What follows belongs to an exercise in optimizing a design on an open flow for small area, a short achievable clock period and few clock cycles; a production flow would make more cautious choices. RTL that was checked went through simulation tests only; none was proved equivalent to the original. For run 1, only the layout was checked, not whether the RTL still works.

--- design/flow/config.mk ---
export PLATFORM = sky130hd
export DESIGN_NAME = expr_unit
export DESIGN_NICKNAME = expr_unit
export VERILOG_FILES = /design/flow/design.v
export SDC_FILE = /design/flow/constraint.sdc
export NUM_CORES = 4
export LEC_CHECK = 0
export ABC_AREA = 1
export CAP_MARGIN = 20
export CORE_MARGIN = 2
export CORE_UTILIZATION = 40
export SLEW_MARGIN = 20
--- design/flow/constraint.sdc ---
create_clock -name core_clock -period 90.0 [get_ports {clk}]
set_input_delay 18.0000 -clock core_clock [delete_from_list [all_inputs] [get_ports {clk}]]
set_output_delay 18.0000 -clock core_clock [all_outputs]
set_load 0.01 [all_outputs]
--- design/flow/design.v ---
module expr_unit(
  input clk,
  input rst,
  input start,
  input [31:0] i1,
  input [31:0] i2,
  input [31:0] i3,
  output op_ready,
  output done,
  output [31:0] result
);
localparam K  = 4;                  
localparam NC = (32 + K - 1) / K;   
localparam CW = $clog2(NC + 1);
localparam DW = 31 + K;             
reg s_idle, s_pre, s_div, done_r;
reg rdy_r;             
reg [CW-1:0] cnt;      
reg [CW-1:0] cnx;      
reg [31:0] qa;         
reg [DW-1:0] ds1;      
reg [31:0] b;          
reg [31:0] qc;         
reg [31:0] res;
assign op_ready = rdy_r;
assign done = done_r;
assign result = res;
function [31:0] carries;
  input [31:0] g_in, p_in;
  input cin;
  reg [32:0] g, p;
  integer l, i, j;
  begin
    g = {g_in, cin};
    p = {p_in, 1'b0};
    for (l = 0; l < 6; l = l + 1)
      for (i = 32; i >= 0; i = i - 1)
        if ((i >> l) & 1) begin
          j = ((i >> l) << l) - 1;
          g[i] = g[i] | (p[i] & g[j]);
          p[i] = p[i] & p[j];
        end
    carries = g[32:1];
  end
endfunction
function [32:0] add_fast;
  input [31:0] x, y;
  input cin;
  reg [31:0] c;
  begin
    c = carries(x & y, x ^ y, cin);
    add_fast = {c[31], (x ^ y) ^ {c[30:0], cin}};
  end
endfunction
function [31:0] sub_small;
  input [31:0] x, y;
  reg c;
  integer i;
  begin
    c = 1'b1;
    for (i = 0; i < 32; i = i + 1) begin
      sub_small[i] = x[i] ^ ~y[i] ^ c;
      c = (x[i] & ~y[i]) | (x[i] & c) | (~y[i] & c);
    end
  end
endfunction
function [5:0] width;   
  input [31:0] x;
  integer i;
  begin
    width = 6'd0;
    for (i = 0; i < 32; i = i + 1) if (x[i]) width = i + 1;
  end
endfunction
function [CW-1:0] ncyc;
  input [31:0] x, d;
  reg [6:0] n;
  begin
    n = {1'b0, width(x)} - {1'b0, width(d)} + 7'd1;
    if (n[6] || n == 7'd0) ncyc = {CW{1'b0}};
    else ncyc = (n + K - 1) / K;
  end
endfunction
function [DW-1:0] align;
  input [31:0] d;
  input [CW-1:0] c;
  reg [CW-1:0] m;
  reg [DW-1:0] v;
  integer i;
  begin
    m = c - 1'b1;
    v = {{(DW-32){1'b0}}, d} << (K - 1);
    for (i = 0; i < CW; i = i + 1) if (m[i]) v = v << (K << i);
    align = v;
  end
endfunction
function [32+32+DW+K-1:0] steps;   
  input [31:0] r;
  input [DW-1:0] ds;
  reg [K-1:0] qb;
  reg [32:0] df;
  reg [31:0] df0;
  reg ovf;
  integer s;
  begin
    for (s = 0; s < K; s = s + 1) begin
      ovf = |(ds >> 32);
      df = add_fast(r, ~ds[31:0], 1'b1);
      if (s == 0) df0 = df[31:0];
      qb[K-1-s] = ~ovf & df[32];
      if (qb[K-1-s]) r = df[31:0];
      ds = ds >> 1;
    end
    steps = {df0, r, ds, qb};
  end
endfunction
function [31:0] place;
  input [CW-1:0] cnt;
  input [K-1:0] qb;
  integer j;
  begin
    for (j = 0; j < 32; j = j + 1)
      place[j] = (cnt == j / K + 1) & qb[j % K];
  end
endfunction
function [31:0] sub_e;
  input [31:0] x, y;
  input clr0, cin;
  reg [31:0] ny;
  reg c;
  integer i;
  begin
    ny = ~y;
    ny[0] = ny[0] & ~clr0;
    c = cin;
    for (i = 0; i < 32; i = i + 1) begin
      sub_e[i] = x[i] ^ ny[i] ^ c;
      c = (x[i] & ny[i]) | (x[i] & c) | (ny[i] & c);
    end
  end
endfunction
wire [32+32+DW+K-1:0] st = steps(qa, ds1);
wire [31:0] x1 = st[32+32+DW+K-1:32+DW+K];    
wire [31:0] st_r = st[32+DW+K-1:DW+K];
wire [DW-1:0] st_ds = st[DW+K-1:K];
wire [K-1:0] st_q = st[K-1:0];
wire [32:0] d1w = add_fast(b, ~(qa & ~qc), 1'b1);
wire [31:0] d1n = d1w[31:0];
wire z1 = (d1n == 32'd0);
wire z2 = (b == 32'd0);
wire [CW-1:0] c1 = z1 ? {CW{1'b0}} : ncyc(x1, d1n);
wire [CW-1:0] c2 = z2 ? {CW{1'b0}} : ncyc(qc, b);
wire first1 = c1 != 0;                  
wire go_div = first1 | (c2 != 0);
wire [31:0] e = sub_e(qa, b & qc, z1 & z2, ~z1 & ~z2);
wire lastc = cnt == 1;                  
wire swap = s_div & lastc & (cnx != 0);
wire last = s_div & lastc & (cnx == 0);
wire al_d1 = s_pre & first1;
wire [DW-1:0] al = align(al_d1 ? d1n : b, al_d1 ? c1 : (s_pre ? c2 : cnx));
always @(posedge clk or posedge rst) begin
  if (rst) begin
    s_idle <= 1'b1;
    rdy_r <= 1'b1;
    s_pre <= 1'b0;
    s_div <= 1'b0;
    done_r <= 1'b0;
  end else begin
    s_idle <= (s_idle & ~start) | (s_pre & ~go_div) | last;
    rdy_r <= (rdy_r & ~start) | (s_pre & ~go_div) | last;
    s_pre <= s_idle & start;
    s_div <= (s_pre & go_div) | (s_div & ~last);
    done_r <= (s_pre & ~go_div) | last;
  end
end
always @(posedge clk) begin
  b <= i2;
  qc <= i3;
  if (s_idle) qa <= i1;
  else if (al_d1) qa <= x1;
  else if (s_pre | swap) qa <= qc;
  else qa <= st_r;
  if (s_idle) ds1 <= {{(DW-32){1'b0}}, i2};
  else if (s_pre | swap) ds1 <= al;
  else ds1 <= st_ds;
  if (s_pre) begin
    cnt <= first1 ? c1 : c2;
    cnx <= first1 ? c2 : {CW{1'b0}};
  end else if (swap) begin
    cnt <= cnx;
    cnx <= {CW{1'b0}};
  end else begin
    cnt <= cnt - 1'b1;
  end
  if (s_pre) res <= e;
  else res <= res + place(cnt, st_q);
end
endmodule
--- design/flow/run.sh ---
#!/bin/bash
# synth_recipe.tcl (not shown) runs the flow's synth.tcl, then flattens the netlist and writes it again
# the make line also repeats each setting of config.mk as NAME=value (left out here)
make -C /OpenROAD-flow-scripts/flow DESIGN_CONFIG=/design/flow/config.mk WORK_HOME=/design/flow/orfs CLKGATE_MAP_FILE= SYNTH_SCRIPT=/design/flow/synth_recipe.tcl finish
==> impl_summary.txt, run 1 <==
----------------------------------------------------
[Detailed routing]
  Post-DR vias/cell ... 5.479
  Total number of vias ... 21900
  Total wire length ... 83.51 mm
  Wirelength per Cell ... 20.89 um
  DRC marker count from the first detailed-route iteration ... 2122
  Antenna viol nets, final ... 0
  Drc violations ... 0
  Detailed Routing Iterations Pass 1 ... 6

[Yosys]
  Share of the synthesized area in the top cell type ... 16.42%
  Syn Nets ... 3612
  Count of warnings emitted by yosys ... 1
  Combined area of all synthesized cells ... 20360 um2
  Async set-or-reset flop fraction in the synthesized netlist ... 2.841%
  Fraction of the yosys area taken by sequential cells ... 17.63%
  Most area-consuming cells after synthesis ... dfxtp_1 (16%), nand2_1 (16%), ha_1 (13%)
  Total of flip-flops plus latches after synthesis ... 176
  Predominant post-synthesis flop cell ... dfxtp_1
  Syn avg cell area ... 6.285 um2
  Number of flops mapped to enable cells by yosys ... 4
  Cell accounting for the most synthesized area ... dfxtp_1
  Number of different library cells in the post-synthesis netlist ... 63
  Count of mapped cells out of synthesis ... 3240

[CTS]
  Clock-pin slew of the registers on the worst-case setup and hold paths ... 0.07 ns
  Sink count of the clock tree ... 176
  PostCTS Resize Cnt ... 0
  Buffers inserted by post-CTS timing repair ... 0
  Insertion delay to the later sink of the worst-skew pair ... 0.50 ns
  Worst-case clock buffer depth ... 2
  Clock root buffer ... clkbuf_16
  Number of levels the H-tree was split into ... 4
  TritonCTS clock tree ... done
  Number of buffers created by CTS ... 17
  Hold-fix buffers, CTS ... 0

[Finish]
  Highest-count cells in the layout ignoring fill and taps ... nand2_1 (880), inv_1 (447), nor2_1 (272)
  Fillers ... 5285
  Count of nets after finishing ... 3682
  Final standard cell utilization of the core ... 45.46%
  Area growth from synthesis to layout ... 11.99%
  Ratio of cells with drive above 1 in the final layout ... 3.852%
  Most common cell after layout, fill and taps aside ... nand2_1

[Setup path]
  Logic depth of the worst register-to-register path ... 105
  Buffers and inverters on the worst path ... 12
  Critical setup path kind ... reg2reg
  Most used cell, CP ... nand2_1
  Endpoint of the worst-slack reg-to-reg timing path ... res[28]
  Worst stage delay on the critical path ... 0.72 ns
  R2R Setup Slk ... 69.45 ns
  Reg-to-reg startpoint ... ds1[4]
  Endpoint class of the critical path ... register
  WP data arrival ... 20.90 ns
  Worst Setup Start Kind ... register
  Data required time of the worst path ... 90.35 ns
  Maximum fanout along the worst path ... 60
  Kind of cell adding the most delay to the critical path ... compound AO/OA/AOI/OAI gates
  Cell with the largest stage delay on the worst path ... clkinv_1

[Hold path]
  Min-Delay Path Class ... reg2reg
  Hold Startpoint ... rdy_r
  Hold endpoint ... rdy_r
  Hold path depth ... 2

[Global routing]
  Via count of the first global-routing pass ... 20770
  Pin count of the biggest net entering global routing ... 78
  Number of antenna violations at the first check in global routing ... 4
  Total congestion overflow after global routing ... 0
  GRT Total Usage ... 31.55%
  First-pass GRT wire length ... 125.5 mm

[Placed design]
  Post-detailed-placement half-perimeter wirelength ... 67.98 mm
  IO Port Bufs ... 132
  Final RePlAce weighted congestion ... 0.9906

[Floorplanning]
  DIE AREA ... 52730 um2
  Ports placed on the boundary ... 133
  Die width ... 229.6 um
  Number of cell rows ... 82
  Die height ... 229.6 um
  Core Area ... 50170 um2
  Initial Utilization ... 40.59%

[STA]
  Setup-violating endpoint count in the final report ... 0
  Final Slew Violations ... 0
  Part of the cycle the worst path needs ... 22.83%
  Total count of hold-check failures in the final report ... 0
  Highest clock frequency the design can meet ... 48.66 MHz
  Worst-margin pin slew ... 1.007 ns
  Setup repair after global routing missed its margin ... no
  Final critical path time including I/O delays and setup ... 20.55 ns
  Setup_tns ... 0 ns
  Worst slew margin ... 32.89%
  Clock Skew ... 0.01911 ns

[Job]
  Max-cap violations ... 0

[Outcome]
  Run status ... finished clean

----------------------------------------------------
-- per-stage QoR --
step	cells	hold slack [ns]	instance area, um2	setup WS (ns)
2_1_floorplan	3240	0.4530	20360	71.47
3_3_place_gp	3963	0.4717	22220	70.40
3_5_place_dp	3963	0.4887	22220	69.76
4_1_cts	3995	0.5027	22800	69.73
5_1_grt	3995	0.5050	22800	67.36
6_report	3997	0.4920	22810	69.45
-- Yosys cell counts (3+ instances only) --
cell	instances
nor2_1	273
a21oi_1	202
buf_1	11
nand3_2	11
o21ai_4	3
nand3_1	261
o22ai_1	4
inv_2	7
o221ai_1	6
nor3_1	29
nand2_2	7
o311ai_0	5
o21a_1	7
clkinv_1	4
xnor2_1	41
mux2i_1	5
fa_1	58
nor4_1	19
a31oi_1	16
a211oi_1	10
o2111ai_1	7
nand3b_1	21
edfxtp_1	4
nand2_4	5
buf_4	5
buf_2	14
ha_1	215
clkbuf_1	60
xor2_1	48
o21ai_0	240
o211ai_1	19
o21ai_1	5
dfrtp_1	3
nand2_1	882
a21o_1	12
and3_1	3
nand4_1	16
a21boi_0	8
or2_2	29
dfxtp_1	167
inv_1	447
and2_1	6
o31ai_1	6
o21bai_1	10
-- worst min-delay path: cells and delay by family (launching register included) --
kind | cells | cell delay, ns
flip-flops | 1 | 0.39
buffers and inverters | 1 | 0.04
AO/OA/AOI/OAI | 1 | 0.06
-- state kept, by name, summed over array words and instances (netlist names) --
name	cells
s_pre	1
s_idle	1
cnt	4
b	32
rdy_r	1
qa	32
qc	32
cnx	4
done_r	1
res	32
s_div	1
ds1	35
-- logic make-up (layout without fill, tap and decap cells) --
kind of cell,after synthesis,in the layout,synth area share [%]
compound gates,573,573,15.84
xor+xnor,90,90,3.908
fa+ha+maj,273,273,18.91
buf+inv,552,635,10.54
flops,176,176,17.63
mux,5,5,0.2458
other cells,0,2,0
simple gates,1571,1571,32.93
-- metal layers --
metal  vias up  global-route usage, %  wire [um]  share of wire (%)
li1      10710                      -          -                  -
met1     10120                  41.29      36190                 43
met2       907                  51.98      38000                 46
met3       156                  3.822       5288                6.3
met4         0                  14.00       4029                4.8
met5         -                      0          0                  0
-- final cells by class --
type / instances / area [um2] / share of cell area (%)
inverters: 458 / 1720 / 7.544
flip-flops and latches: 176 / 3592 / 15.75
repair buffers: 145 / 1419 / 6.222
clock inverters: 14 / 143.9 / 0.6309
clock buffers: 18 / 439.2 / 1.926
diodes: 2 / 5.005 / 0.02195
well taps: 672 / 840.8 / 3.687
multi-input cells: 2512 / 14650 / 64.22
-- worst max path at each step --
stage          startpoint       end  slack, ns  cells after the start
2_1_floorplan       rdy_r  op_ready      71.47                      0
3_3_place_gp       ds1[4]   res[28]      70.40                    105
3_5_place_dp       ds1[2]   res[28]      69.76                    104
4_1_cts            ds1[4]   res[28]      69.73                    105
5_1_grt            ds1[2]   res[30]      67.36                    104
6_report           ds1[4]   res[28]      69.45                    105
==> inputs of run 2 (changes only) <==
--- a/design/flow/design.v
+++ b/design/flow/design.v
@@ -13,3 +13,3 @@
 localparam NC = (32 + K - 1) / K;   
-localparam CW = $clog2(NC + 1);
+localparam CW = NC < 2 ? 1 : NC < 4 ? 2 : NC < 8 ? 3 : NC < 16 ? 4 : 5;
 localparam DW = 31 + K;             
@@ -22,4 +22,3 @@
 reg [31:0] b;          
-reg [31:0] qc;         
-reg [31:0] res;
+reg [31:0] res;        
 assign op_ready = rdy_r;
@@ -125,18 +124,2 @@
 endfunction
-function [31:0] sub_e;
-  input [31:0] x, y;
-  input clr0, cin;
-  reg [31:0] ny;
-  reg c;
-  integer i;
-  begin
-    ny = ~y;
-    ny[0] = ny[0] & ~clr0;
-    c = cin;
-    for (i = 0; i < 32; i = i + 1) begin
-      sub_e[i] = x[i] ^ ny[i] ^ c;
-      c = (x[i] & ny[i]) | (x[i] & c) | (ny[i] & c);
-    end
-  end
-endfunction
 wire [32+32+DW+K-1:0] st = steps(qa, ds1);
@@ -146,3 +129,3 @@
 wire [K-1:0] st_q = st[K-1:0];
-wire [32:0] d1w = add_fast(b, ~(qa & ~qc), 1'b1);
+wire [32:0] d1w = add_fast(b, ~(qa & ~res), 1'b1);
 wire [31:0] d1n = d1w[31:0];
@@ -151,6 +134,5 @@
 wire [CW-1:0] c1 = z1 ? {CW{1'b0}} : ncyc(x1, d1n);
-wire [CW-1:0] c2 = z2 ? {CW{1'b0}} : ncyc(qc, b);
+wire [CW-1:0] c2 = z2 ? {CW{1'b0}} : ncyc(res, b);
 wire first1 = c1 != 0;                  
 wire go_div = first1 | (c2 != 0);
-wire [31:0] e = sub_e(qa, b & qc, z1 & z2, ~z1 & ~z2);
 wire lastc = cnt == 1;                  
@@ -160,2 +142,5 @@
 wire [DW-1:0] al = align(al_d1 ? d1n : b, al_d1 ? c1 : (s_pre ? c2 : cnx));
+wire [31:0] nbc = {~(b[31:1] & res[31:1]), ~(b[0] & res[0]) & ~(z1 & z2)};
+wire [32:0] acc = add_fast(s_pre ? qa : res, s_pre ? nbc : place(cnt, st_q),
+                           s_pre & ~z1 & ~z2);
 always @(posedge clk or posedge rst) begin
@@ -177,6 +162,5 @@
   b <= i2;
-  qc <= i3;
   if (s_idle) qa <= i1;
   else if (al_d1) qa <= x1;
-  else if (s_pre | swap) qa <= qc;
+  else if (s_pre | swap) qa <= i3;
   else qa <= st_r;
@@ -194,4 +178,4 @@
   end
-  if (s_pre) res <= e;
-  else res <= res + place(cnt, st_q);
+  if (s_idle) res <= i3;
+  else res <= acc[31:0];
 end
--- a/design/flow/config.mk
+++ b/design/flow/config.mk
@@ -8,5 +8,5 @@
 export ABC_AREA = 1
-export CAP_MARGIN = 20
+export CAP_MARGIN = 50
 export CORE_MARGIN = 2
 export CORE_UTILIZATION = 40
-export SLEW_MARGIN = 20
+export SLEW_MARGIN = 80
==> run 2 against run 1 <==
Synthesized cell count down 0.65%. Die area fell by 4.5%. Critical path depth is 104 lower. Highest routed layer is now met5.
==> impl_summary.txt, run 2 <==
----------------------------------------------------
[Global routing]
  Pin count of the biggest net entering global routing ... 42 (-46%)
  First-pass GRT wire length ... 123.9 mm (-1.2%)
  Total congestion overflow after global routing ... 0 (unchanged)
  GRT Total Usage ... 32.72% (+1.2 points)
  Via count of the first global-routing pass ... 21290 (+2.5%)
  Number of antenna violations at the first check in global routing ... 2 (-2)

[Yosys]
  Most common cell in the synthesized netlist ... nand2_1
  Share of the synthesized area in the top cell type ... 17.79% (+1.4 points)
  Count of mapped cells out of synthesis ... 3219 (-0.65%)
  Syn avg cell area ... 6.036 um2 (-4.0%)
  Syn Nets ... 3563 (-1.4%)
  Cell accounting for the most synthesized area ... nand2_1
  Count of warnings emitted by yosys ... 1 (unchanged)
  Predominant post-synthesis flop cell ... dfxtp_1
  Total of flip-flops plus latches after synthesis ... 144 (-18%)
  Number of different library cells in the post-synthesis netlist ... 65 (+3.2%)
  Fraction of the yosys area taken by sequential cells ... 15.18% (-2.4 points)
  Combined area of all synthesized cells ... 19430 um2 (-4.6%)
  Async set-or-reset flop fraction in the synthesized netlist ... 3.472% (+0.63 points)
  Number of flops mapped to enable cells by yosys ... 4 (unchanged)
  Most area-consuming cells after synthesis ... nand2_1 (18%), dfxtp_1 (14%), ha_1 (14%)
  Most frequent cells after synthesis ... nand2_1 (921), inv_1 (418), o21ai_0 (291)

[STA]
  Worst slew margin ... 78.04% (+45 points)
  WHS ... 0.4787 ns (-0.01326 ns)
  Part of the cycle the worst path needs ... 21.77% (-1.1 points)
  Setup-violating endpoint count in the final report ... 0 (unchanged)
  Final critical path time including I/O delays and setup ... 19.59 ns (-0.9561 ns)
  Worst-margin pin slew ... 0.3273 ns (-0.6795 ns)
  Highest clock frequency the design can meet ... 51.04 MHz (+4.9%)
  Clock Skew ... 0.01587 ns (-0.003244 ns)
  Total count of hold-check failures in the final report ... 0 (unchanged)
  Setup slack after layout ... 70.41 ns (+0.9561 ns)
  Setup repair after global routing missed its margin ... no
  Setup_tns ... 0 ns (unchanged)
  Final Slew Violations ... 0 (unchanged)

[CTS]
  Clock root buffer ... clkbuf_16
  Number of levels the H-tree was split into ... 4 (unchanged)
  Insertion delay to the later sink of the worst-skew pair ... 0.50 ns (about the same)
  Worst-case clock buffer depth ... 2 (unchanged)
  PostCTS Resize Cnt ... 0 (unchanged)
  Number of buffers created by CTS ... 17 (unchanged)
  Hold-fix buffers, CTS ... 0 (unchanged)
  Sink count of the clock tree ... 144 (-18%)
  TritonCTS clock tree ... done
  Buffers inserted by post-CTS timing repair ... 0 (unchanged)
  Clock-pin slew of the registers on the worst-case setup and hold paths ... 0.07 ns (about the same)

[Setup path]
  Kind of cell adding the most delay to the critical path ... buffers and inverters
  WP data arrival ... 1.59 ns (-19.31 ns)
  Worst stage delay on the critical path ... 0.60 ns (-0.12 ns)
  Endpoint class of the critical path ... primary output
  Cell with the largest stage delay on the worst path ... clkdlybuf4s50_1
  Reg-to-reg startpoint ... ds1[2]
  Crit-path cells ... clkdlybuf4s50_1
  Source of the critical timing path ... res[18]
  Data required time of the worst path ... 72.00 ns (-18.35 ns)
  Buffers and inverters on the worst path ... 1 (-11)
  Critical setup path kind ... reg2out
  Worst Setup Start Kind ... register
  Maximum fanout along the worst path ... 3 (-95%)

[Detailed routing]
  Total number of vias ... 22350 (+2.1%)
  Total wire length ... 83.03 mm (-0.57%)
  Detailed Routing Iterations Pass 1 ... 6 (unchanged)
  Wirelength per Cell ... 20.93 um (+0.20%)
  Drc violations ... 0 (unchanged)
  DRC marker count from the first detailed-route iteration ... 2036 (-4.1%)
  Detailed route wirelength on metal3 ... 5.882 mm (+11%)
  WL met1 ... 37.22 mm (+2.8%)
  Amount of wire on met2 after detailed routing ... 36.64 mm (-3.6%)
  Antenna viol nets, final ... 0 (unchanged)
  Top layer in use ... met5
  Post-DR vias/cell ... 5.636 (+2.9%)

[Floorplanning]
  Initial Utilization ... 40.61% (about the same)
  Number of cell rows ... 80 (-2.4%)
  Core Area ... 47850 um2 (-4.6%)
  Die height ... 224.4 um (-2.3%)
  Ports placed on the boundary ... 133 (unchanged)
  Die width ... 224.4 um (-2.3%)
  DIE AREA ... 50360 um2 (-4.5%)

[Finish]
  Max FFs per register ... 35 (unchanged)
  Final standard cell utilization of the core ... 49.10% (+3.6 points)
  Area growth from synthesis to layout ... 20.90%
  Count of nets after finishing ... 3681 (-0.027%)
  Largest register by flop count ... ds1
  Most common cell after layout, fill and taps aside ... nand2_1
  Ratio of cells with drive above 1 in the final layout ... 11.34% (+7.5 points)
  Highest-count cells in the layout ignoring fill and taps ... nand2_1 (916), inv_1 (389), nor2_1 (239)

[Placed design]
  Final RePlAce weighted congestion ... 0.9768 (-1.4%)
  Pre-CTS setup slack ... 70.86 ns (+1.104 ns)
  IO Port Bufs ... 132 (unchanged)
  Post-detailed-placement half-perimeter wirelength ... 68.33 mm (+0.51%)

[Outcome]
  Run status ... finished clean

[Hold path]
  Min-Delay Path Class ... reg2reg
  Hold Startpoint ... rdy_r

[Job]
  Max-cap violations ... 0 (unchanged)

----------------------------------------------------
-- run 2: cell count changes in the layout (fill, tap and decap cells not counted), sizes merged, moves of 10 or more --
cell    delta
buf       +50
o21bai    +10
o21ai     +58
nand2     +39
nand3     -32
xnor2     -13
fa        -27
dfxtp     -32
inv       -32
-- run 2: per-stage QoR --
stage	cell area [um2]	instances
2_1_floorplan	19430	3219
3_3_place_gp	21250	3883
3_5_place_dp	22570	3930
4_1_cts	23160	3962
5_1_grt	23490	3965
6_report	23490	3966
-- run 2: kinds of logic after synthesis --
kind of cell | Yosys count | synth area share, %
AND/OR/NAND/NOR | 1558 | 33.97
buffers and inverters | 534 | 10.70
XOR/XNOR | 86 | 3.915
flip-flops | 144 | 15.18
multiplexers | 2 | 0.1030
AO/OA/AOI/OAI | 650 | 19.16
adder cells (fa/ha/maj) | 245 | 16.97
-- run 2: final timing paths --
path / cells past startpoint / slack (ns) / end
max: 1 / 70.41 / result[18]
min: 2 / 0.48 / rdy_r
max reg2reg: 99 / 73.33 / res[22]
min reg2reg: 2 / 0.48 / rdy_r
max in group asynchronous: 2 / 72.06 / rdy_r
min in group asynchronous: 2 / 17.70 / s_pre
-- run 2: layer usage --
layer  vias to the layer above  global-route usage, %
met2                       851                  51.83
li1                      10800                      -
met4                         2                  13.10
met5                         -                      0
met3                       168                  4.677
met1                     10540                  44.73
-- run 2: cell type report --
type,instances,area [um2]
diodes,1,2.502
clock buffers,19,452.9
clock inverters,13,135.1
fillers,4932,24350
inverters,428,1620
multi-input cells,2541,15370
flip-flops and latches,144,2983
well taps,615,769.5
repair buffers,205,2161
Testbench counts of run 2, summed over its fixed seeds: cycles 2,756.
==> inputs of run 3 (changes only) <==
--- a/design/flow/config.mk
+++ b/design/flow/config.mk
@@ -8,5 +8,5 @@
 export ABC_AREA = 1
-export CAP_MARGIN = 50
+export CAP_MARGIN = 20
 export CORE_MARGIN = 2
 export CORE_UTILIZATION = 40
-export SLEW_MARGIN = 80
+export SLEW_MARGIN = 20
==> run 3 against run 2 <==
Still clean. Design area shrank 6.9%. Non-clock buffer count shrank 49. First-iteration DRC count grew 7.4%. Worst hold slack gained 0.0088 ns. Sequential share of layout area grew 0.83 points. Routed wire length shrank 1.0%. Critical path depth is the same. Critical endpoint is now result[31].
==> impl_summary.txt, run 3 <==
----------------------------------------------------
[STA]
  Setup-violating endpoint count in the final report ... 0 (unchanged)
  Setup_tns ... 0 ns (unchanged)
  Setup repair after global routing missed its margin ... no
  Total count of hold-check failures in the final report ... 0 (unchanged)
  Final Slew Violations ... 0 (unchanged)
  Final critical path time including I/O delays and setup ... 19.59 ns (-0.006900 ns)
  Clock Skew ... 0.02028 ns (+0.004413 ns)
  WHS ... 0.4875 ns (+0.008750 ns)
  Setup slack after layout ... 70.41 ns (+0.006900 ns)
  Worst slew margin ... 36.79% (-41 points)
  Worst-margin pin slew ... 0.9471 ns (+0.6199 ns)
  Highest clock frequency the design can meet ... 51.05 MHz (about the same)
  Part of the cycle the worst path needs ... 21.76% (about the same)

[Hold path]
  Hold Startpoint ... rdy_r
  Hold endpoint ... rdy_r
  Hold path depth ... 2 (unchanged)
  Min-Delay Path Class ... reg2reg

[Placed design]
  Placement Cell Area ... 21270 um2 (-5.7%)
  Final RePlAce weighted congestion ... 0.9768 (unchanged)
  Post-detailed-placement half-perimeter wirelength ... 65.94 mm (-3.5%)
  IO Port Bufs ... 132 (unchanged)
  Pre-CTS setup slack ... 70.71 ns (-0.1520 ns)

[Detailed routing]
  Total wire length ... 82.20 mm (-1.0%)
  DRC marker count from the first detailed-route iteration ... 2186 (+7.4%)
  Drc violations ... 0 (unchanged)
  Detailed Routing Iterations Pass 1 ... 8 (+2)
  Post-DR vias/cell ... 5.655 (+0.33%)
  Total number of vias ... 22150 (-0.93%)
  Antenna viol nets, final ... 0 (unchanged)
  Wirelength per Cell ... 20.99 um (+0.26%)

[Setup path]
  Endpoint class of the critical path ... primary output
  Reg-to-reg startpoint ... ds1[2]
  Kind of cell adding the most delay to the critical path ... buffers and inverters
  Worst Setup Start Kind ... register
  Cell with the largest stage delay on the worst path ... clkdlybuf4s50_1
  Data required time of the worst path ... 72.00 ns (about the same)
  Buffers and inverters on the worst path ... 1 (unchanged)
  Critical setup path kind ... reg2out
  Endpoint of the worst-slack reg-to-reg timing path ... res[22]
  Maximum fanout along the worst path ... 8 (+5)
  Logic depth of the worst register-to-register path ... 96 (-3.0%)
  Worst stage delay on the critical path ... 0.60 ns (about the same)
  Crit-path cells ... clkdlybuf4s50_1
  WP data arrival ... 1.59 ns (about the same)
  R2R Setup Slk ... 71.19 ns (-2.14 ns)

[CTS]
  Number of buffers created by CTS ... 17 (unchanged)
  Hold-fix buffers, CTS ... 0 (unchanged)
  Clock-pin slew of the registers on the worst-case setup and hold paths ... 0.06 ns (about the same)
  Buffers inserted by post-CTS timing repair ... 0 (unchanged)
  Number of levels the H-tree was split into ... 4 (unchanged)
  Worst-case clock buffer depth ... 2 (unchanged)
  TritonCTS clock tree ... done
  Sink count of the clock tree ... 144 (unchanged)
  Insertion delay to the later sink of the worst-skew pair ... 0.50 ns (about the same)
  Clock root buffer ... clkbuf_16
  PostCTS Resize Cnt ... 0 (unchanged)

[Yosys]
  Syn avg cell area ... 6.036 um2 (unchanged)
  Predominant post-synthesis flop cell ... dfxtp_1
  Most area-consuming cells after synthesis ... nand2_1 (18%), dfxtp_1 (14%), ha_1 (14%)
  Combined area of all synthesized cells ... 19430 um2 (unchanged)
  Total of flip-flops plus latches after synthesis ... 144 (unchanged)
  Number of flops mapped to enable cells by yosys ... 4 (unchanged)
  Share of the synthesized area in the top cell type ... 17.79% (unchanged)
  Most frequent cells after synthesis ... nand2_1 (921), inv_1 (418), o21ai_0 (291)
  Cell accounting for the most synthesized area ... nand2_1
  Most common cell in the synthesized netlist ... nand2_1
  Count of mapped cells out of synthesis ... 3219 (unchanged)
  Async set-or-reset flop fraction in the synthesized netlist ... 3.472% (unchanged)
  Syn Nets ... 3563 (unchanged)
  Fraction of the yosys area taken by sequential cells ... 15.18% (unchanged)
  Number of different library cells in the post-synthesis netlist ... 65 (unchanged)
  Count of warnings emitted by yosys ... 1 (unchanged)

[Floorplanning]
  Ports placed on the boundary ... 133 (unchanged)
  DIE AREA ... 50360 um2 (unchanged)
  Die width ... 224.4 um (unchanged)
  Die height ... 224.4 um (unchanged)
  Initial Utilization ... 40.61% (unchanged)
  Number of cell rows ... 80 (unchanged)
  Core Area ... 47850 um2 (unchanged)

[Finish]
  Cell area after layout ... 21860 um2 (-6.9%)
  Most common cell after layout, fill and taps aside ... nand2_1
  Count of nets after finishing ... 3632 (-1.3%)
  Max FFs per register ... 35 (unchanged)
  Largest register by flop count ... ds1
  Area growth from synthesis to layout ... 12.51%
  Diodes inserted ... 0 (-1)
  Highest-count cells in the layout ignoring fill and taps ... nand2_1 (920), inv_1 (417), o21ai_0 (291)
  Final standard cell utilization of the core ... 45.69% (-3.4 points)
  Ratio of cells with drive above 1 in the final layout ... 4.756% (-6.6 points)

[Global routing]
  First-pass GRT wire length ... 122.7 mm (-0.95%)
  Total congestion overflow after global routing ... 0 (unchanged)
  GRT Total Usage ... 32.45% (-0.27 points)
  Via count of the first global-routing pass ... 21040 (-1.2%)
  Number of antenna violations at the first check in global routing ... 2 (unchanged)
  Pin count of the biggest net entering global routing ... 70 (+67%)

[Job]
  Max-cap violations ... 0 (unchanged)

[Outcome]
  Run status ... finished clean

----------------------------------------------------
[run 3: cell types whose count changed in the layout (fill, tap and decap cells not counted), sizes merged]
cell	change
buf	-39
clkinvlp	+1
clkdlybuf4s25	-3
clkbuf	+3
clkinv	-4
diode	-1
clkdlybuf4s50	-5
bufinv	-1
inv	-1
[run 3: cell families after synthesis]
group                    share of synthesized area, %
AND/OR/NAND/NOR                                 33.97
AO/OA/AOI/OAI                                   19.16
buffers and inverters                           10.70
adder cells (fa/ha/maj)                         16.97
flip-flops                                      15.18
XOR/XNOR                                        3.915
multiplexers                                   0.1030
[run 3: metrics by stage]
stage / instances
2_1_floorplan: 3219
3_3_place_gp: 3883
3_5_place_dp: 3884
4_1_cts: 3916
5_1_grt: 3916
6_report: 3916
[run 3: final cells by class]
| cell class | instances | area [um2] |
|---|---|---|
| Sequential cell | 144 | 2958 |
| Tap cell | 615 | 769.5 |
| Fill cell | 5205 | 25980 |
| Multi-Input combinational cell | 2541 | 14420 |
| Clock inverter | 8 | 75.07 |
| Clock buffer | 24 | 513.0 |
| Inverter | 428 | 1608 |
| Timing Repair Buffer | 156 | 1521 |
[run 3: metal layers]
layer	track usage [%]	routed length, um
met1	44.71	36830
met2	50.59	35790
met3	4.167	6125
met4	14.53	3451
met5	0	0
[run 3: worst max-delay path by stage]
stage | start | end | cells after the start
2_1_floorplan | rdy_r | op_ready | 0
3_3_place_gp | i3[25] | qa[25] | 6
3_5_place_dp | i3[25] | qa[25] | 6
4_1_cts | res[31] | result[31] | 1
5_1_grt | ds1[2] | res[22] | 96
6_report | res[31] | result[31] | 1
==> inputs of run 4 (changes only) <==
--- a/design/flow/design.v
+++ b/design/flow/design.v
@@ -65,2 +65,25 @@
 endfunction
+function [31:0] sub_bk;
+  input [31:0] x, y;
+  reg [32:0] g, p, pp;
+  integer l, i;
+  begin
+    g = {x & ~y, 1'b1};
+    pp = {x ^ ~y, 1'b0};
+    p = pp;
+    for (l = 0; l < 6; l = l + 1)
+      for (i = 0; i < 33; i = i + 1)
+        if ((i + 1) % (2 << l) == 0) begin
+          g[i] = g[i] | (p[i] & g[i - (1 << l)]);
+          p[i] = p[i] & p[i - (1 << l)];
+        end
+    for (l = 4; l >= 0; l = l - 1)
+      for (i = 0; i < 33; i = i + 1)
+        if ((i + 1) % (2 << l) == (1 << l) && i > (1 << l)) begin
+          g[i] = g[i] | (p[i] & g[i - (1 << l)]);
+          p[i] = p[i] & p[i - (1 << l)];
+        end
+    sub_bk = pp[32:1] ^ g[31:0];
+  end
+endfunction
 function [5:0] width;   
@@ -129,4 +152,3 @@
 wire [K-1:0] st_q = st[K-1:0];
-wire [32:0] d1w = add_fast(b, ~(qa & ~res), 1'b1);
-wire [31:0] d1n = d1w[31:0];
+wire [31:0] d1n = sub_bk(b, qa & ~res);
 wire z1 = (d1n == 32'd0);
==> run 4 against run 3 <==
Fmax is 0.26% lower. Cell count is 4.1% lower. Synthesized cell count is 4.7% lower. Still clean on timing, DRC and antenna. Largest cell class unchanged. Flip-flop and latch count stayed put. Via count is 3.9% lower.
==> impl_summary.txt, run 4 <==
----------------------------------------------------
[Yosys]
  Syn avg cell area ... 6.130 um2 (+1.5%)
  Async set-or-reset flop fraction in the synthesized netlist ... 3.472% (unchanged)
  Predominant post-synthesis flop cell ... dfxtp_1
  Count of warnings emitted by yosys ... 1 (unchanged)
  Number of different library cells in the post-synthesis netlist ... 66 (+1.5%)
  Total of flip-flops plus latches after synthesis ... 144 (unchanged)
  Count of mapped cells out of synthesis ... 3067 (-4.7%)
  Share of the synthesized area in the top cell type ... 16.53% (-1.3 points)
  Most frequent cells after synthesis ... nand2_1 (828), inv_1 (393), o21ai_0 (292)
  Most area-consuming cells after synthesis ... nand2_1 (17%), dfxtp_1 (14%), ha_1 (14%)
  Cell accounting for the most synthesized area ... nand2_1
  Combined area of all synthesized cells ... 18800 um2 (-3.2%)
  Syn Nets ... 3422 (-4.0%)
  Number of flops mapped to enable cells by yosys ... 4 (unchanged)
  Most common cell in the synthesized netlist ... nand2_1
  Fraction of the yosys area taken by sequential cells ... 15.69% (+0.51 points)

[Setup path]
  Crit-path cells ... clkdlybuf4s50_1
  Critical setup path kind ... reg2out
  Buffers and inverters on the worst path ... 1 (unchanged)
  Worst Setup Start Kind ... register
  WP data arrival ... 1.64 ns (+0.05 ns)
  Endpoint class of the critical path ... primary output
  Worst stage delay on the critical path ... 0.61 ns (about the same)
  Cell with the largest stage delay on the worst path ... clkdlybuf4s50_1
  Kind of cell adding the most delay to the critical path ... buffers and inverters
  Maximum fanout along the worst path ... 6 (-2)
  Data required time of the worst path ... 72.00 ns (about the same)

[Detailed routing]
  Total number of vias ... 21290 (-3.9%)
  Wirelength per Cell ... 21.08 um (+0.42%)
  Post-DR vias/cell ... 5.667 (+0.21%)
  Antenna viol nets, final ... 0 (unchanged)
  Drc violations ... 0 (unchanged)
  Detailed Routing Iterations Pass 1 ... 6 (-2)
  DRC marker count from the first detailed-route iteration ... 2316 (+5.9%)
  Total wire length ... 79.19 mm (-3.7%)

[Floorplanning]
  Die height ... 220.8 um (-1.6%)
  Initial Utilization ... 40.47% (-0.14 points)
  Ports placed on the boundary ... 133 (unchanged)
  Die width ... 220.8 um (-1.6%)
  Number of cell rows ... 79 (-1.3%)
  DIE AREA ... 48750 um2 (-3.2%)
  Core Area ... 46460 um2 (-2.9%)

[CTS]
  Sink count of the clock tree ... 144 (unchanged)
  Clock root buffer ... clkbuf_16
  TritonCTS clock tree ... done
  Buffers inserted by post-CTS timing repair ... 0 (unchanged)
  PostCTS Resize Cnt ... 0 (unchanged)
  Worst-case clock buffer depth ... 2 (unchanged)
  Hold-fix buffers, CTS ... 0 (unchanged)
  Number of levels the H-tree was split into ... 4 (unchanged)
  Number of buffers created by CTS ... 17 (unchanged)
  Clock-pin slew of the registers on the worst-case setup and hold paths ... 0.07 ns (about the same)
  Insertion delay to the later sink of the worst-skew pair ... 0.50 ns (about the same)

[Finish]
  Highest-count cells in the layout ignoring fill and taps ... nand2_1 (827), inv_1 (392), o21ai_0 (292)
  Area growth from synthesis to layout ... 12.86%
  Cell area after layout ... 21220 um2 (-2.9%)
  Ratio of cells with drive above 1 in the final layout ... 3.240% (-1.5 points)
  Count of nets after finishing ... 3491 (-3.9%)
  Most common cell after layout, fill and taps aside ... nand2_1
  Largest register by flop count ... ds1
  Max FFs per register ... 35 (unchanged)

[Global routing]
  Via count of the first global-routing pass ... 20060 (-4.6%)
  GRT Total Usage ... 32.55% (+0.095 points)
  First-pass GRT wire length ... 118.6 mm (-3.4%)
  Total congestion overflow after global routing ... 0 (unchanged)
  Number of antenna violations at the first check in global routing ... 3 (+1)
  Pin count of the biggest net entering global routing ... 67 (-4.3%)

[STA]
  Highest clock frequency the design can meet ... 50.92 MHz (-0.26%)
  Part of the cycle the worst path needs ... 21.82% (+0.057 points)
  Final critical path time including I/O delays and setup ... 19.64 ns (+0.05090 ns)
  WHS ... 0.4925 ns (+0.004993 ns)
  Total count of hold-check failures in the final report ... 0 (unchanged)
  Worst slew margin ... 28.05% (-8.7 points)
  Setup repair after global routing missed its margin ... no
  Setup_tns ... 0 ns (unchanged)
  Clock Skew ... 0.01180 ns (-0.008488 ns)
  Worst-margin pin slew ... 1.078 ns (+0.1309 ns)
  Final Slew Violations ... 0 (unchanged)
  Setup-violating endpoint count in the final report ... 0 (unchanged)

[Hold path]
  Min-Delay Path Class ... reg2reg

[Placed design]
  IO Port Bufs ... 132 (unchanged)
  Final RePlAce weighted congestion ... 0.9830 (+0.63%)
  Placement Cell Area ... 20590 um2 (-3.2%)
  Post-detailed-placement half-perimeter wirelength ... 62.94 mm (-4.5%)

[Job]
  Max-cap violations ... 0 (unchanged)

[Outcome]
  Run status ... finished clean

----------------------------------------------------
-- run 4: cell types whose count changed after synthesis, moves of 9 or more --
| cell | change |
|---|---|
| a21oi_1 | -11 |
| nor2_2 | -9 |
| inv_1 | -25 |
| o21ai_1 | +20 |
| nor2_1 | +11 |
| nand3_1 | -13 |
| nand3b_1 | -11 |
| fa_1 | +11 |
| nand2_1 | -93 |
| a21oi_2 | -11 |
| nor3_1 | +10 |
| nand3_2 | -11 |
-- run 4: path summary, 6_finish.rpt --
check	end	slack, ns	from	cells past startpoint
worst max-delay path	result[3]	70.36	res[3]	1
worst min-delay path	rdy_r	0.49	rdy_r	2
worst max register to register	res[28]	71.42	ds1[2]	83
worst min register to register	rdy_r	0.49	rdy_r	2
max in group asynchronous	rdy_r	72.04	rst	2
min in group asynchronous	s_div	17.71	rst	2
-- run 4: cells by family after synthesis --
group	after synthesis	share of synthesized area, %
and+or+nand+nor	1437	31.94
DFF	144	15.69
xor gates and xnor gates	94	4.419
buffers and inverters	500	10.34
AOI/OAI and AO/OA	633	18.74
adders and majority gates	256	18.71
muxes	3	0.1597
-- run 4: final cells by class --
| cell class | count | area (um2) |
|---|---|---|
| Inverter | 401 | 1506 |
| Fill cell | 4940 | 25240 |
| Tap cell | 607 | 759.5 |
| Clock buffer | 19 | 464.2 |
| Clock inverter | 12 | 153.9 |
| Multi-Input combinational cell | 2423 | 13920 |
| Antenna cell | 2 | 5.005 |
| Timing Repair Buffer | 149 | 1449 |
| Sequential cell | 144 | 2958 |
-- run 4: metrics by stage --
step	setup WS (ns)	util, %	cells
floorplan	71.47	-	3067
global placement	70.82	44.33	3724
detailed placement	70.86	44.33	3724
CTS	70.34	45.66	3755
global route	70.16	45.66	3755
finish	70.36	45.67	3757
-- run 4: metal layers --
layer	global-route usage, %	share of wire [%]	vias to the layer above	wire length [um]
li1	-	-	10240	-
met1	45.88	45	10070	35950
met2	51.02	44	849	34600
met3	4.495	7.9	130	6277
met4	10.51	3.0	2	2352
met5	0	0.016	-	13
Testbench counts of run 4, summed over its fixed seeds: cycles 2,756.
==> inputs of run 5 (changes only) <==
==> design/flow/flow/run.sh (new file) <==
#!/bin/bash
# The standard layout, except that the port buffers the standard flow's flow inserts are
# sky130_fd_sc_hd__buf_1 instead of the delay buffer buffer_ports picks by
# default. Every port still gets its buffer.
set -euo pipefail
bash standard.sh "BUFFER_PORTS_ARGS=-buffer_cell sky130_fd_sc_hd__buf_1" finish > standard.log 2>&1
==> design/flow/standard.sh (new file) <==
#!/bin/bash
# synth_recipe.tcl (not shown) runs the flow's synth.tcl, then flattens the netlist and writes it again
# the make line also repeats each setting of config.mk as NAME=value (left out here)
make -C /OpenROAD-flow-scripts/flow DESIGN_CONFIG=/design/flow/config.mk WORK_HOME=/design/flow/orfs CLKGATE_MAP_FILE= SYNTH_SCRIPT=/design/flow/synth_recipe.tcl "${@:-finish}"
--- a/design/flow/config.mk
+++ b/design/flow/config.mk
@@ -11,2 +11,3 @@
 export CORE_UTILIZATION = 40
+export CTS_BUF_LIST = sky130_fd_sc_hd__clkbuf_8
 export SLEW_MARGIN = 20
removed: design/flow/run.sh
==> run 5 against run 4 <==
Critical path type unchanged. Worst setup slack better by 0.30 ns. First-iteration DRC count shrank 0.95%. Sequential share of layout area up 0.70 points. Largest cell class unchanged. Via count is 0.65% lower. Flip-flop and latch count unchanged. Global-route usage is 0.17 points lower. Core utilization down 2.2 points. Highest routed layer is now met4. Design area is 4.8% lower. Synthesized area is the same.
==> impl_summary.txt, run 5 <==
----------------------------------------------------
[Finish]
  Largest register by flop count ... ds1
  Highest-count cells in the layout ignoring fill and taps ... nand2_1 (827), inv_1 (393), o21ai_0 (292)
  Cell area after layout ... 20210 um2 (-4.8%)
  Ratio of cells with drive above 1 in the final layout ... 3.271% (+0.031 points)
  Most common cell after layout, fill and taps aside ... nand2_1
  Max FFs per register ... 35 (unchanged)
  Count of nets after finishing ... 3491 (unchanged)
  Area growth from synthesis to layout ... 7.487%

[CTS]
  Buffers inserted by post-CTS timing repair ... 0 (unchanged)
  Hold-fix buffers, CTS ... 0 (unchanged)
  Number of levels the H-tree was split into ... 4 (unchanged)
  Sink count of the clock tree ... 144 (unchanged)
  Number of buffers created by CTS ... 17 (unchanged)
  Insertion delay to the later sink of the worst-skew pair ... 0.60 ns (+0.10 ns)
  TritonCTS clock tree ... done
  Clock-pin slew of the registers on the worst-case setup and hold paths ... 0.09 ns (+0.02 ns)
  PostCTS Resize Cnt ... 0 (unchanged)
  Clock root buffer ... clkbuf_8
  Worst-case clock buffer depth ... 2 (unchanged)

[Setup path]
  Maximum fanout along the worst path ... 8 (+2)
  Reg-to-reg startpoint ... ds1[2]
  Crit-path cells ... buf_1
  Crit path depth ... 1 (unchanged)
  Worst Setup Start Kind ... register
  Critical setup path kind ... reg2out
  Source of the critical timing path ... res[31]
  Worst stage delay on the critical path ... 0.56 ns (-0.05 ns)
  Cell with the largest stage delay on the worst path ... dfxtp_1
  Kind of cell adding the most delay to the critical path ... flip-flops
  Endpoint of the worst-slack reg-to-reg timing path ... res[28]
  Endpoint class of the critical path ... primary output
  Buffers and inverters on the worst path ... 1 (unchanged)
  Data required time of the worst path ... 72.00 ns (about the same)
  R2R Setup Slk ... 71.69 ns (+0.27 ns)
  End of the critical path ... result[31]
  WP data arrival ... 1.34 ns (-0.30 ns)
  Logic depth of the worst register-to-register path ... 102 (+23%)

[Global routing]
  Via count of the first global-routing pass ... 20090 (+0.18%)
  GRT Total Usage ... 32.38% (-0.17 points)
  First-pass GRT wire length ... 117.5 mm (-0.93%)
  Pin count of the biggest net entering global routing ... 95 (+42%)
  Total congestion overflow after global routing ... 0 (unchanged)
  Number of antenna violations at the first check in global routing ... 1 (-2)

[STA]
  Clock Skew ... 0.02285 ns (+0.01106 ns)
  Total count of hold-check failures in the final report ... 0 (unchanged)
  Final Slew Violations ... 0 (unchanged)
  Highest clock frequency the design can meet ... 51.71 MHz (+1.5%)
  Setup_tns ... 0 ns (unchanged)
  Setup-violating endpoint count in the final report ... 0 (unchanged)
  Part of the cycle the worst path needs ... 21.49% (-0.33 points)
  Worst slew margin ... 21.56% (-6.5 points)
  Worst-margin pin slew ... 1.177 ns (+0.09845 ns)
  Final critical path time including I/O delays and setup ... 19.34 ns (-0.2989 ns)
  Setup repair after global routing missed its margin ... no

[Detailed routing]
  Antenna viol nets, final ... 0 (unchanged)
  Total wire length ... 78.54 mm (-0.82%)
  DRC marker count from the first detailed-route iteration ... 2294 (-0.95%)
  Drc violations ... 0 (unchanged)
  Wirelength per Cell ... 20.89 um (-0.87%)
  Post-DR vias/cell ... 5.627 (-0.71%)
  Detailed Routing Iterations Pass 1 ... 6 (unchanged)
  Total number of vias ... 21150 (-0.65%)

[Placed design]
  Placement Cell Area ... 19770 um2 (-4.0%)
  IO Port Bufs ... 132 (unchanged)
  Post-detailed-placement half-perimeter wirelength ... 62.75 mm (-0.30%)
  Final RePlAce weighted congestion ... 0.9901 (+0.72%)

[Yosys]
  Cell accounting for the most synthesized area ... nand2_1
  Count of mapped cells out of synthesis ... 3067 (unchanged)
  Share of the synthesized area in the top cell type ... 16.53% (unchanged)
  Count of warnings emitted by yosys ... 1 (unchanged)
  Total of flip-flops plus latches after synthesis ... 144 (unchanged)
  Most common cell in the synthesized netlist ... nand2_1
  Number of different library cells in the post-synthesis netlist ... 66 (unchanged)
  Most frequent cells after synthesis ... nand2_1 (828), inv_1 (393), o21ai_0 (292)
  Number of flops mapped to enable cells by yosys ... 4 (unchanged)
  Combined area of all synthesized cells ... 18800 um2 (unchanged)
  Predominant post-synthesis flop cell ... dfxtp_1
  Most area-consuming cells after synthesis ... nand2_1 (17%), dfxtp_1 (14%), ha_1 (14%)
  Syn avg cell area ... 6.130 um2 (unchanged)
  Fraction of the yosys area taken by sequential cells ... 15.69% (unchanged)
  Async set-or-reset flop fraction in the synthesized netlist ... 3.472% (unchanged)
  Syn Nets ... 3422 (unchanged)

[Job]
  Max-cap violations ... 0 (unchanged)

[Floorplanning]
  Die width ... 220.8 um (unchanged)
  Die height ... 220.8 um (unchanged)
  Core Area ... 46460 um2 (unchanged)
  Number of cell rows ... 79 (unchanged)
  DIE AREA ... 48750 um2 (unchanged)
  Ports placed on the boundary ... 133 (unchanged)
  Initial Utilization ... 40.47% (unchanged)

[Hold path]
  Min-Delay Path Class ... reg2reg

[Outcome]
  Run status ... finished clean

----------------------------------------------------
-- run 5: cell counts after synthesis --
No cell type changed its count.
-- run 5: how the worst min path moves through the flow --
stage / startpoint / end / slack [ns] / cells past startpoint
CTS: rdy_r / rdy_r / 0.50 / 2
detailed placement: rdy_r / rdy_r / 0.48 / 2
finish: rdy_r / rdy_r / 0.49 / 2
global route: rdy_r / rdy_r / 0.53 / 2
floorplan: rdy_r / rdy_r / 0.47 / 2
global placement: rdy_r / rdy_r / 0.46 / 2
-- run 5: kinds of logic after synthesis --
logic type	Yosys count	synth area share (%)
and+or+nand+nor	1437	31.94
muxes	3	0.1597
xor gates and xnor gates	94	4.419
buffers and inverters	500	10.34
AOI/OAI and AO/OA	633	18.74
adders and majority gates	256	18.71
DFF	144	15.69
-- run 5: metal layers --
metal	vias up	global-route usage, %	share of wire (%)
met4	0	14.27	4.2
met5	-	0	0
met2	887	50.27	43
met3	137	4.564	8.1
met1	9886	44.51	45
li1	10240	-	-
-- run 5: final cells by class --
cell class                      instances  area, um2
Antenna cell                            3      7.507
Inverter                              401       1506
Sequential cell                       144       2958
Tap cell                              607      759.5
Timing Repair Buffer                  149      623.1
Fill cell                            5126      26250
Multi-Input combinational cell       2423      13920
Clock inverter                         14      181.4
Clock buffer                           18      247.7
-- run 5: per-stage QoR --
step	setup WS [ns]	hold WS, ns	instances	util [%]
after detailed placement	71.21	0.4841	3724	42.56
after CTS	70.63	0.4985	3756	43.48
after global routing	70.30	0.5254	3757	43.49
final	70.66	0.4895	3759	43.50
after global placement	71.17	0.4610	3724	42.56
after floorplan	71.47	0.4742	3067	-
==> inputs of run 6 (changes only) <==
--- a/design/flow/config.mk
+++ b/design/flow/config.mk
@@ -11,3 +11,4 @@
 export CORE_UTILIZATION = 40
-export CTS_BUF_LIST = sky130_fd_sc_hd__clkbuf_8
+export CTS_CLUSTER_DIAMETER = 100
+export CTS_CLUSTER_SIZE = 40
 export SLEW_MARGIN = 20
==> run 6 against run 5 <==
Non-clock buffer count is the same. Flip-flop and latch count stayed put. Synthesized cell count stayed put. Worst setup slack better by 0.091 ns. Synthesized area is the same. Worst hold slack lost 0.0021 ns. Critical endpoint unchanged.
==> impl_summary.txt, run 6 <==
----------------------------------------------------
[Global routing]
  Number of antenna violations at the first check in global routing ... 0 (-1)
  Pin count of the biggest net entering global routing ... 95 (unchanged)
  Total congestion overflow after global routing ... 0 (unchanged)
  GRT Total Usage ... 32.44% (+0.055 points)
  Via count of the first global-routing pass ... 20090 (-0.010%)
  First-pass GRT wire length ... 117.6 mm (+0.11%)

[STA]
  Final Slew Violations ... 0 (unchanged)
  Clock Skew ... 0.01506 ns (-0.007797 ns)
  Worst-margin pin slew ... 1.161 ns (-0.01510 ns)
  Highest clock frequency the design can meet ... 51.95 MHz (+0.47%)
  Setup-violating endpoint count in the final report ... 0 (unchanged)
  Setup_tns ... 0 ns (unchanged)
  Final critical path time including I/O delays and setup ... 19.25 ns (-0.09100 ns)
  Part of the cycle the worst path needs ... 21.39% (-0.10 points)
  Worst slew margin ... 22.57% (+1.0 points)
  Setup repair after global routing missed its margin ... no
  Total count of hold-check failures in the final report ... 0 (unchanged)

[CTS]
  Worst-case clock buffer depth ... 2 (unchanged)
  Clock root buffer ... clkbuf_16
  Buffers inserted by post-CTS timing repair ... 0 (unchanged)
  Number of buffers created by CTS ... 17 (unchanged)
  Clock-pin slew of the registers on the worst-case setup and hold paths ... 0.06 ns (-0.03 ns)
  Hold-fix buffers, CTS ... 0 (unchanged)
  PostCTS Resize Cnt ... 0 (unchanged)
  Sink count of the clock tree ... 144 (unchanged)
  Insertion delay to the later sink of the worst-skew pair ... 0.51 ns (-0.09 ns)
  Number of levels the H-tree was split into ... 4 (unchanged)
  TritonCTS clock tree ... done

[Yosys]
  Count of warnings emitted by yosys ... 1 (unchanged)
  Multiplexer share of the synthesized area ... 0.1597% (unchanged)
  Predominant post-synthesis flop cell ... dfxtp_1
  Adder-Cell Fraction of Synth Area ... 18.71% (unchanged)
  Area fraction in compound gates after synthesis ... 18.74% (unchanged)
  Async set-or-reset flop fraction in the synthesized netlist ... 3.472% (unchanged)
  Fraction of the yosys area taken by sequential cells ... 15.69% (unchanged)
  Most area-consuming cells after synthesis ... nand2_1 (17%), dfxtp_1 (14%), ha_1 (14%)
  Share of the synthesized area in the top cell type ... 16.53% (unchanged)
  Number of flops mapped to enable cells by yosys ... 4 (unchanged)
  Xor and xnor fraction of the mapped netlist area ... 4.419% (unchanged)
  Total of flip-flops plus latches after synthesis ... 144 (unchanged)
  Number of different library cells in the post-synthesis netlist ... 66 (unchanged)
  Syn avg cell area ... 6.130 um2 (unchanged)
  Cell accounting for the most synthesized area ... nand2_1
  Area fraction in and, or, nand and nor cells after synthesis ... 31.94% (unchanged)
  Syn Nets ... 3422 (unchanged)
  Most common cell in the synthesized netlist ... nand2_1
  Combined area of all synthesized cells ... 18800 um2 (unchanged)
  Dominant combinational cell family by area after synthesis ... simple AND/OR/NAND/NOR gates
  Count of mapped cells out of synthesis ... 3067 (unchanged)
  Most frequent cells after synthesis ... nand2_1 (828), inv_1 (393), o21ai_0 (292)

[Finish]
  Cell area after layout ... 20400 um2 (+0.94%)
  Max FFs per register ... 35 (unchanged)
  Most common cell after layout, fill and taps aside ... nand2_1
  Highest-count cells in the layout ignoring fill and taps ... nand2_1 (827), inv_1 (392), o21ai_0 (292)
  Ratio of cells with drive above 1 in the final layout ... 3.271% (unchanged)
  Largest register by flop count ... ds1
  Count of nets after finishing ... 3491 (unchanged)
  Area growth from synthesis to layout ... 8.492%

[Placed design]
  Final RePlAce weighted congestion ... 0.9901 (unchanged)
  Placement Cell Area ... 19770 um2 (unchanged)
  Post-detailed-placement half-perimeter wirelength ... 62.75 mm (unchanged)
  IO Port Bufs ... 132 (unchanged)

[Detailed routing]
  Drc violations ... 0 (unchanged)
  Antenna viol nets, final ... 0 (unchanged)
  Total number of vias ... 21210 (+0.29%)
  Total wire length ... 78.71 mm (+0.21%)
  Post-DR vias/cell ... 5.645 (+0.32%)
  Detailed Routing Iterations Pass 1 ... 6 (unchanged)
  Wirelength per Cell ... 20.94 um (+0.24%)
  DRC marker count from the first detailed-route iteration ... 2287 (-0.31%)

[Floorplanning]
  Core Area ... 46460 um2 (unchanged)
  Ports placed on the boundary ... 133 (unchanged)
  Die height ... 220.8 um (unchanged)
  DIE AREA ... 48750 um2 (unchanged)
  Die width ... 220.8 um (unchanged)
  Initial Utilization ... 40.47% (unchanged)
  Number of cell rows ... 79 (unchanged)

[Setup path]
  Endpoint class of the critical path ... primary output
  Cell with the largest stage delay on the worst path ... dfxtp_1
  Worst Setup Start Kind ... register
  Critical setup path kind ... reg2out
  Buffers and inverters on the worst path ... 1 (unchanged)
  Data required time of the worst path ... 72.00 ns (about the same)
  Maximum fanout along the worst path ... 8 (unchanged)
  Kind of cell adding the most delay to the critical path ... flip-flops
  Worst stage delay on the critical path ... 0.55 ns (about the same)
  WP data arrival ... 1.25 ns (-0.09 ns)
  Crit-path cells ... buf_1

[Outcome]
  Run status ... finished clean

[Hold path]
  Min-Delay Path Class ... reg2reg

[Job]
  Max-cap violations ... 0 (unchanged)

----------------------------------------------------
-- run 6: changes by cell type in the layout (fill, tap and decap cells not counted) --
| cell | delta |
|---|---|
| clkbuf_16 | +17 |
| diode_2 | -1 |
| clkbuf_1 | +1 |
| clkbuf_8 | -17 |
| inv_1 | -1 |
-- run 6: path summary, 6_finish.rpt --
kind	startpoint	endpoint	slack, ns	depth (start not counted)
min in group asynchronous	rst	s_pre	17.35	2
max	res[31]	result[31]	70.75	1
max reg2reg	ds1[2]	res[28]	71.67	102
min	rdy_r	rdy_r	0.49	2
max in group asynchronous	rst	rdy_r	72.41	2
min reg2reg	rdy_r	rdy_r	0.49	2
-- run 6: routing by layer --
metal	vias to the layer above	track usage, %	share of wire, %
li1	10230	-	-
met2	878	50.36	43
met1	9946	44.29	44
met3	161	4.784	8.1
met4	0	14.71	4.4
met5	-	0	0
-- run 6: cell families (layout without fill, tap and decap cells) --
kind of cell / Yosys count / count (layout)
AO/OA/AOI/OAI: 633 / 633
XOR/XNOR: 94 / 94
adder cells (fa/ha/maj): 256 / 256
buffers and inverters: 500 / 582
flip-flops: 144 / 144
multiplexers: 3 / 3
other: 0 / 2
AND/OR/NAND/NOR: 1437 / 1437
-- run 6: layout make-up --
| cell class | instances | area (um2) |
|---|---|---|
| Multi-Input combinational cell | 2423 | 13920 |
| Clock buffer | 19 | 442.9 |
| Sequential cell | 144 | 2958 |
| Inverter | 401 | 1506 |
| Fill cell | 5095 | 26060 |
| Timing Repair Buffer | 149 | 623.1 |
| Tap cell | 607 | 759.5 |
| Clock inverter | 13 | 177.7 |
| Antenna cell | 2 | 5.005 |
-- run 6: through the flow --
stage	std cells	hold slack, ns	utilization, %	setup WS [ns]
after detailed placement	3724	0.4841	42.56	71.21
after global placement	3724	0.4610	42.56	71.17
after floorplan	3067	0.4742	-	71.47
after global routing	3756	0.5208	43.89	70.32
final	3758	0.4874	43.91	70.75
after CTS	3756	0.4946	43.89	70.73
==> inputs of run 7 (changes only) <==
--- a/design/flow/config.mk
+++ b/design/flow/config.mk
@@ -11,4 +11,4 @@
 export CORE_UTILIZATION = 40
-export CTS_CLUSTER_DIAMETER = 100
-export CTS_CLUSTER_SIZE = 40
+export CTS_CLUSTER_DIAMETER = 200
+export CTS_CLUSTER_SIZE = 80
 export SLEW_MARGIN = 20
==> run 7 against run 6 <==
Core utilization unchanged. Worst hold slack unchanged. Fmax unchanged. Non-clock buffer count unchanged. Design area unchanged. Global-route usage unchanged. Flip-flop and latch count unchanged. Highest routed layer unchanged.
==> impl_summary.txt, run 7 <==
----------------------------------------------------
[Outcome]
  Run status ... finished clean

[Yosys]
  Syn avg cell area ... 6.130 um2 (unchanged)
  Predominant post-synthesis flop cell ... dfxtp_1
  Total of flip-flops plus latches after synthesis ... 144 (unchanged)
  Most frequent cells after synthesis ... nand2_1 (828), inv_1 (393), o21ai_0 (292)
  Count of mapped cells out of synthesis ... 3067 (unchanged)
  Number of different library cells in the post-synthesis netlist ... 66 (unchanged)
  Most area-consuming cells after synthesis ... nand2_1 (17%), dfxtp_1 (14%), ha_1 (14%)
  Cell accounting for the most synthesized area ... nand2_1

[Setup path]
  WP data arrival ... 1.25 ns (about the same)
  Crit-path cells ... buf_1
  R2R Setup Slk ... 71.67 ns (about the same)
  Worst stage delay on the critical path ... 0.55 ns (about the same)
  Buffers and inverters on the worst path ... 1 (unchanged)
  Logic depth of the worst register-to-register path ... 102 (unchanged)
  Endpoint class of the critical path ... primary output
  Source of the critical timing path ... res[31]
  Data required time of the worst path ... 72.00 ns (about the same)

[Hold path]
  Min-Delay Path Class ... reg2reg
  Hold path depth ... 2 (unchanged)
  Hold Startpoint ... rdy_r

[Finish]
  Area of combinational cells with multiple inputs ... 13920 um2 (unchanged)
  Max FFs per register ... 35 (unchanged)

[Placed design]
  Post-detailed-placement half-perimeter wirelength ... 62.75 mm (unchanged)
  IO Port Bufs ... 132 (unchanged)

[CTS]
  Insertion delay to the later sink of the worst-skew pair ... 0.51 ns (about the same)
  Hold-fix buffers, CTS ... 0 (unchanged)
  Number of levels the H-tree was split into ... 4 (unchanged)
  Worst-case clock buffer depth ... 2 (unchanged)
  Number of buffers created by CTS ... 17 (unchanged)
  Clock root buffer ... clkbuf_16
  PostCTS Resize Cnt ... 0 (unchanged)

[STA]
  Worst-margin pin slew ... 1.161 ns (unchanged)
  Worst slew margin ... 22.57% (unchanged)
  Setup_tns ... 0 ns (unchanged)
  Highest clock frequency the design can meet ... 51.95 MHz (unchanged)
  Setup-violating endpoint count in the final report ... 0 (unchanged)
  Total count of hold-check failures in the final report ... 0 (unchanged)

[Floorplanning]
  Number of cell rows ... 79 (unchanged)
  Ports placed on the boundary ... 133 (unchanged)
  Core Area ... 46460 um2 (unchanged)
  Die height ... 220.8 um (unchanged)

[Global routing]
  GRT Total Usage ... 32.44% (unchanged)
  Number of antenna violations at the first check in global routing ... 0 (unchanged)
  Via count of the first global-routing pass ... 20090 (unchanged)

[Detailed routing]
  WL met1 ... 34.85 mm (unchanged)
  Total number of vias ... 21210 (unchanged)
  Top layer in use ... met4

----------------------------------------------------
[run 7: cell counts after synthesis]
Identical to the previous run, type by type.
[run 7: worst max path at each step]
stage	end	slack, ns	depth (start not counted)
after floorplan	op_ready	71.47	0
after global routing	res[28]	70.32	103
after detailed placement	ds1[8]	71.21	3
final	result[31]	70.75	1
after global placement	ds1[8]	71.17	3
after CTS	result[31]	70.73	1
[run 7: cell families after synthesis]
kind of cell,Yosys count,share of synthesized area (%)
mux,3,0.1597
simple gates,1437,31.94
fa+ha+maj,256,18.71
buf+inv,500,10.34
xor+xnor,94,4.419
compound gates,633,18.74
flops,144,15.69
[run 7: layer usage]
layer	global-route usage [%]	up-vias
li1	-	10230
met1	44.29	9946
met2	50.36	878
met3	4.784	161
met4	14.71	0
met5	0	-
[run 7: layout make-up]
class	count	area share (%)
multi-input cells	2423	68.27
flip-flops and latches	144	14.50
inverters	401	7.386
well taps	607	3.723
repair buffers	149	3.055
clock buffers	19	2.172
clock inverters	13	0.8711
diodes	2	0.02454
[run 7: through the flow]
step	hold slack [ns]	worst slack, ns	std cells	area, um2
floorplan	0.4742	71.47	3067	18800
global placement	0.4610	71.17	3724	19770
detailed placement	0.4841	71.21	3724	19770
CTS	0.4946	70.73	3756	20390
global route	0.5208	70.32	3756	20390
finish	0.4874	70.75	3758	20400

[separate check: timing with driven ports]
No port has a modelled driver above. Below, the same layouts with a new extraction and two added sets of constraints.
Step 1: set_driving_cell puts a clkbuf_16 on clk and a buf_2 on each other input, an assumption about the parent block.
Step 2 adds t to the input delays and takes it off the output delays; t is the mean of the earliest and latest rising clock arrival at the registers after step 1. Input paths then give back, and output paths get back, about the clock's delay inside the block.
a / b / c = ideal / step 1 / step 2; a / b = the first two.
| run | shift t [ns] | setup WS [ns] | worst setup path after step 2 | worst data-port slew with drivers (ns) |
|---|---|---|---|---|
| run 1 | 0.540 | 69.450 / 69.450 / 69.450 | register to register | 0.12 |
| run 2 | 0.549 | 70.406 / 70.353 / 70.775 | input to register | 0.07 |
| run 3 | 0.542 | 70.413 / 70.360 / 70.653 | input to register | 0.07 |
| run 4 | 0.540 | 70.362 / 70.311 / 70.755 | input to register | 0.09 |
| run 5 | 0.639 | 70.661 / 70.611 / 71.056 | input to register | 0.05 |
| run 6 | 0.558 | 70.752 / 70.698 / 71.047 | input to register | 0.05 |
| run 7 | 0.558 | 70.752 / 70.698 / 71.047 | input to register | 0.05 |
After both steps setup and hold are still met in every run listed.
